What follows belongs to an exercise in optimizing a design on an open flow for small area and a short achievable clock period; a production flow would make more cautious choices.

==> run a <==
Design mac, start of the top module:
module mac(
    input [15:0] x1,
    input [15:0] x2,
    input clk,
    input rst,
    input en,
    output [39:0] y
    );
Settings: LEC_CHECK=0, CAP_MARGIN=20, CORE_MARGIN=2, CORE_UTILIZATION=40, SLEW_MARGIN=20; clock period 12.0 ns.
run.sh (not shown) runs the stock make flow with config.mk's settings and CLKGATE_MAP_FILE= SYNTH_SCRIPT=/design/flow/synth_recipe.tcl, a recipe that flattens the netlist after the stock synthesis.
==> inputs of run b, as changes to run a <==
--- a/flow/config.mk
+++ b/flow/config.mk
@@ -5,6 +5,7 @@
 export SDC_FILE = /design/flow/constraint.sdc
 export NUM_CORES = 4
 export LEC_CHECK = 0
+export ABC_AREA = 1
 export CAP_MARGIN = 20
 export CORE_MARGIN = 2
 export CORE_UTILIZATION = 40
==> metrics.cfg <==
[status]
outcome = timing/DRC/antenna clean

[cells_and_area]
final_area_um2 = 13200
nMultiInputCombCells = 982
finish.utilization_pct = 45.0

[yosys]
synth_compound_area_share_pct = 12.8
synth_area_um2 = 11900

[sta]
skew_ps = 15.8
max_slew_margin_pct = 36.0
finalCritPeriodShare_pct = 60.4

[detailed_routing]
drt_first_iter_violations = 951

# the run above: run b

==> metrics.cfg <==
[cells_and_area]
drive_above_1_share_pct = 3.63
final_cell_mix = 249 x o21ai_0, 210 x inv_1, 194 x nand2_1, 153 x nor2_1, 143 x fa_1
finish.utilization_pct = 44.3
nMultiInputCombCells = 1223

[yosys]
synth_area_um2 = 12600
async_reset_ff_share_pct = 100
yosysTopAreaCellShare_pct = 22.7
synth_compound_area_share_pct = 24.9

[setup_path]
crit_buf_inv = 3

[sta]
finalCritPeriodShare_pct = 59.1
max_slew_margin_pct = 25.4
skew_ps = 11.7
min_period_ps = 7090

[detailed_routing]
drt_first_iter_violations = 993

[clock_tree]
insertion_delay_ps = 350
hold_buffers = 0

[status]
outcome = timing/DRC/antenna clean

# the run above: run a

No run of this note included a check of the RTL's function; only the layout flow was run.

==> run D <==
mac, a different RTL version from the one above (not shown whole).
==> flow/config.mk <==
export PLATFORM = sky130hd
export DESIGN_NAME = mac
export DESIGN_NICKNAME = mac
export VERILOG_FILES = /design/flow/design.v
export SDC_FILE = /design/flow/constraint.sdc
export NUM_CORES = 4
export LEC_CHECK = 0
export ABC_AREA = 1
export CAP_MARGIN = 20
export CORE_MARGIN = 2
export CORE_UTILIZATION = 60
export CTS_BUF_LIST = sky130_fd_sc_hd__clkbuf_4 sky130_fd_sc_hd__clkbuf_8
export SETUP_SLACK_MARGIN = 5
export SLEW_MARGIN = 20
export SYNTH_HIERARCHICAL = 1
==> flow/constraint.sdc <==
create_clock -name core_clock -period 12.0 [get_ports {clk}]
set_input_delay 2.4000 -clock core_clock [delete_from_list [all_inputs] [get_ports {clk}]]
set_output_delay 2.4000 -clock core_clock [all_outputs]
set_load 0.01 [all_outputs]
standard.sh (not shown) runs the stock make flow with config.mk's settings and CLKGATE_MAP_FILE= SYNTH_SCRIPT=/design/flow/synth_recipe.tcl, a recipe that flattens the netlist after the stock synthesis.
==> flow/flow/run.sh <==
#!/bin/bash
# The standard layout (standard.sh: ORFS synthesis to final layout) with a
# few extra ORFS settings; the clock, constraints and synthesis script are
# unchanged. Settings come from flow/params.sh:
#   MARGIN      setup slack that repair_timing aims for (ns)
#   PORTBUF     cell used to buffer every input and output port
#   EXTRA       further ORFS make variables
set -u
. flow/params.sh
bash standard.sh SETUP_SLACK_MARGIN=$MARGIN "BUFFER_PORTS_ARGS=-buffer_cell $PORTBUF" $EXTRA finish > standard.log 2>&1
==> flow/flow/params.sh <==
MARGIN=6.5
PORTBUF=sky130_fd_sc_hd__buf_1
EXTRA="ABC_LOAD_IN_FF=2"
==> run X (differences from run D) <==
--- a/flow/design.v
+++ b/flow/design.v
@@ -53,11 +53,11 @@
     input rst,
     input en,
     output [39:0] y
     );
 reg [39:0] S;
-reg [31:0] C;
+reg [39:0] C;
 wire s1;
 wire c2;
 wire s3;
 wire c4;
 wire s5;
@@ -676,27 +676,22 @@
 assign c292 = y[37];
 assign s293 = ~y[38];
 assign c294 = y[38];
 assign s295 = ~y[39];
 assign c296 = y[39];
-wire [7:0] hs = {c294, c292, c290, c288, c286, c284, c282, c280} + {s295, s293, s291, s289, s287, s285, s283, s281};
-wire [39:0] Sn = {hs[7], hs[6], hs[5], hs[4], hs[3], hs[2], hs[1], hs[0], c278, c276, c274, c272, c270, c268, c266, c264, c262, c260, c258, c256, c254, c252, c250, c248, c246, c244, c242, c240, c238, c236, c234, c232, c230, c228, c226, c224, c222, c220, c218, pp0_0};
-wire [31:0] Cn = {s279, s277, s275, s273, s271, s269, s267, s265, s263, s261, s259, s257, s255, s253, s251, s249, s247, s245, s243, s241, s239, s237, s235, s233, s231, s229, s227, s225, s223, s221, s219, s217};
+wire [39:0] Sn = {c294, c292, c290, c288, c286, c284, c282, c280, c278, c276, c274, c272, c270, c268, c266, c264, c262, c260, c258, c256, c254, c252, c250, c248, c246, c244, c242, c240, c238, c236, c234, c232, c230, c228, c226, c224, c222, c220, c218, pp0_0};
+wire [39:0] Cn = {s295, s293, s291, s289, s287, s285, s283, s281, s279, s277, s275, s273, s271, s269, s267, s265, s263, s261, s259, s257, s255, s253, s251, s249, s247, s245, s243, s241, s239, s237, s235, s233, s231, s229, s227, s225, s223, s221, s219, s217};
 always @(posedge clk or posedge rst)
   if (rst) begin
     S <= 40'd0;
-    C <= 32'd0;
+    C <= 40'd0;
   end else begin
     S <= Sn;
     C <= Cn;
   end
-wire [39:0] ya = S[39:0], yb = {8'd0, C};
-wire [39:0] p0, g0;
-genvar gi;
-generate for (gi = 0; gi < 40; gi = gi + 1) begin : pg
-  ha_cell h (.a(ya[gi]), .b(yb[gi]), .s(p0[gi]), .co(g0[gi]));
-end endgenerate
+wire [39:0] ya = S[39:0], yb = C[39:0];
+wire [39:0] p0 = ya ^ yb, g0 = ya & yb;
 wire bg0_1 = g0[1] | (p0[1] & g0[0]);
 wire bp0_1 = p0[1] & p0[0];
 wire bg0_3 = g0[3] | (p0[3] & g0[2]);
 wire bp0_3 = p0[3] & p0[2];
 wire bg0_5 = g0[5] | (p0[5] & g0[4]);
==> flow/flow/run.sh (replaced) <==
#!/bin/bash
MARGIN=${MARGIN:-6}
bash standard.sh SETUP_SLACK_MARGIN=$MARGIN "BUFFER_PORTS_ARGS=-buffer_cell sky130_fd_sc_hd__buf_2" finish > standard.log 2>&1
==> flow/config.mk (replaced) <==
export PLATFORM = sky130hd
export DESIGN_NAME = mac
export DESIGN_NICKNAME = mac
export VERILOG_FILES = /design/flow/design.v
export SDC_FILE = /design/flow/constraint.sdc
export NUM_CORES = 4
export LEC_CHECK = 0
export ABC_AREA = 1
export CAP_MARGIN = 20
export CORE_MARGIN = 2
export CORE_UTILIZATION = 40
export SETUP_SLACK_MARGIN = 5
export SLEW_MARGIN = 20
export SYNTH_HIERARCHICAL = 1
removed: flow/flow/params.sh
==> run A (differences from run D) <==
--- a/flow/design.v
+++ b/flow/design.v
@@ -53,11 +53,11 @@
     input rst,
     input en,
     output [39:0] y
     );
 reg [39:0] S;
-reg [31:0] C;
+reg [39:0] C;
 wire s1;
 wire c2;
 wire s3;
 wire c4;
 wire s5;
@@ -676,27 +676,22 @@
 assign c292 = y[37];
 assign s293 = ~y[38];
 assign c294 = y[38];
 assign s295 = ~y[39];
 assign c296 = y[39];
-wire [7:0] hs = {c294, c292, c290, c288, c286, c284, c282, c280} + {s295, s293, s291, s289, s287, s285, s283, s281};
-wire [39:0] Sn = {hs[7], hs[6], hs[5], hs[4], hs[3], hs[2], hs[1], hs[0], c278, c276, c274, c272, c270, c268, c266, c264, c262, c260, c258, c256, c254, c252, c250, c248, c246, c244, c242, c240, c238, c236, c234, c232, c230, c228, c226, c224, c222, c220, c218, pp0_0};
-wire [31:0] Cn = {s279, s277, s275, s273, s271, s269, s267, s265, s263, s261, s259, s257, s255, s253, s251, s249, s247, s245, s243, s241, s239, s237, s235, s233, s231, s229, s227, s225, s223, s221, s219, s217};
+wire [39:0] Sn = {c294, c292, c290, c288, c286, c284, c282, c280, c278, c276, c274, c272, c270, c268, c266, c264, c262, c260, c258, c256, c254, c252, c250, c248, c246, c244, c242, c240, c238, c236, c234, c232, c230, c228, c226, c224, c222, c220, c218, pp0_0};
+wire [39:0] Cn = {s295, s293, s291, s289, s287, s285, s283, s281, s279, s277, s275, s273, s271, s269, s267, s265, s263, s261, s259, s257, s255, s253, s251, s249, s247, s245, s243, s241, s239, s237, s235, s233, s231, s229, s227, s225, s223, s221, s219, s217};
 always @(posedge clk or posedge rst)
   if (rst) begin
     S <= 40'd0;
-    C <= 32'd0;
+    C <= 40'd0;
   end else begin
     S <= Sn;
     C <= Cn;
   end
-wire [39:0] ya = S[39:0], yb = {8'd0, C};
-wire [39:0] p0, g0;
-genvar gi;
-generate for (gi = 0; gi < 40; gi = gi + 1) begin : pg
-  ha_cell h (.a(ya[gi]), .b(yb[gi]), .s(p0[gi]), .co(g0[gi]));
-end endgenerate
+wire [39:0] ya = S[39:0], yb = C[39:0];
+wire [39:0] p0 = ya ^ yb, g0 = ya & yb;
 wire bg0_1 = g0[1] | (p0[1] & g0[0]);
 wire bp0_1 = p0[1] & p0[0];
 wire bg0_3 = g0[3] | (p0[3] & g0[2]);
 wire bp0_3 = p0[3] & p0[2];
 wire bg0_5 = g0[5] | (p0[5] & g0[4]);
==> flow/flow/run.sh (replaced) <==
#!/bin/bash
MARGIN=${MARGIN:-6}
bash standard.sh SETUP_SLACK_MARGIN=$MARGIN finish > standard.log 2>&1
==> flow/config.mk (replaced) <==
export PLATFORM = sky130hd
export DESIGN_NAME = mac
export DESIGN_NICKNAME = mac
export VERILOG_FILES = /design/flow/design.v
export SDC_FILE = /design/flow/constraint.sdc
export NUM_CORES = 4
export LEC_CHECK = 0
export ABC_AREA = 1
export CAP_MARGIN = 20
export CORE_MARGIN = 2
export CORE_UTILIZATION = 40
export SETUP_SLACK_MARGIN = 5
export SLEW_MARGIN = 20
export SYNTH_HIERARCHICAL = 1
removed: flow/flow/params.sh
==> flow_summary.json <==
{
  "status": "timing/DRC/antenna clean",
  "dpl.hpwl_um": 17900,
  "synthAdderAreaFrac_pct": 35.6,
  "postLayoutCoreUtil_pct": 43.7,
  "ys_top_cells_by_count": "xor2_1, fa_1, inv_1, nand2_1, dfrtp_1",
  "cp-endpoint": "y[27]",
  "syn_avg_cell_area_um2": 10.6
}
# the run above: run X

==> flow_summary.json <==
{
  "dpl.hpwl_um": 17800,
  "synthAdderAreaFrac_pct": 35.8,
  "syn_avg_cell_area_um2": 10.3,
  "status": "timing/DRC/antenna clean",
  "ys_top_cells_by_count": "xor2_1, fa_1, nand2_1, ha_1, inv_1"
}
# the run above: run D

==> flow_summary.json <==
{
  "syn_avg_cell_area_um2": 10.6,
  "cp-endpoint": "C[16]$_DFF_PP0_",
  "synthAdderAreaFrac_pct": 35.6,
  "grtUsageMet2_pct": 30.2,
  "postLayoutCoreUtil_pct": 45.4,
  "status": "timing/DRC/antenna clean"
}
# the run above: run A

Function was not checked in any run of this note: the RTL went through the layout flow alone.

re-timing with driven ports:
Ports are ideal in the flow. The routed layouts listed here were re-timed in OpenROAD.
Step 1, drivers: a clkbuf_16 drives clk and a buf_2 each remaining input, both assumed.
Step 2, shift: input delay + t, output delay - t, t = (earliest + latest rising clock arrival at the registers) / 2. This alone moves slack from input paths to output paths.
a / b / c = no drivers / after step 1 / after step 2; a / b = the first two.
run | shift t [ns] | setup slack, ns | worst slew at a driven data input, ns
run a of note 1 | 0.393 | 4.914 / 4.908 / 4.515 | 0.06
run b of note 1 | 0.379 | 4.747 / 4.763 / 4.384 | 0.04
run D of note 2 | 0.403 | 6.603 / 6.606 / 6.203 | 0.07
run X of note 2 | 0.389 | 6.248 / 6.201 / 6.058 | 0.03
run A of note 2 | 0.399 | 6.042 / 6.059 / 5.660 | 0.04
After both steps setup and hold are still met in every run listed. The setup slack of run D of note 2, which loses most, moves by +0.003 ns with the drivers and by -0.400 ns with both steps.
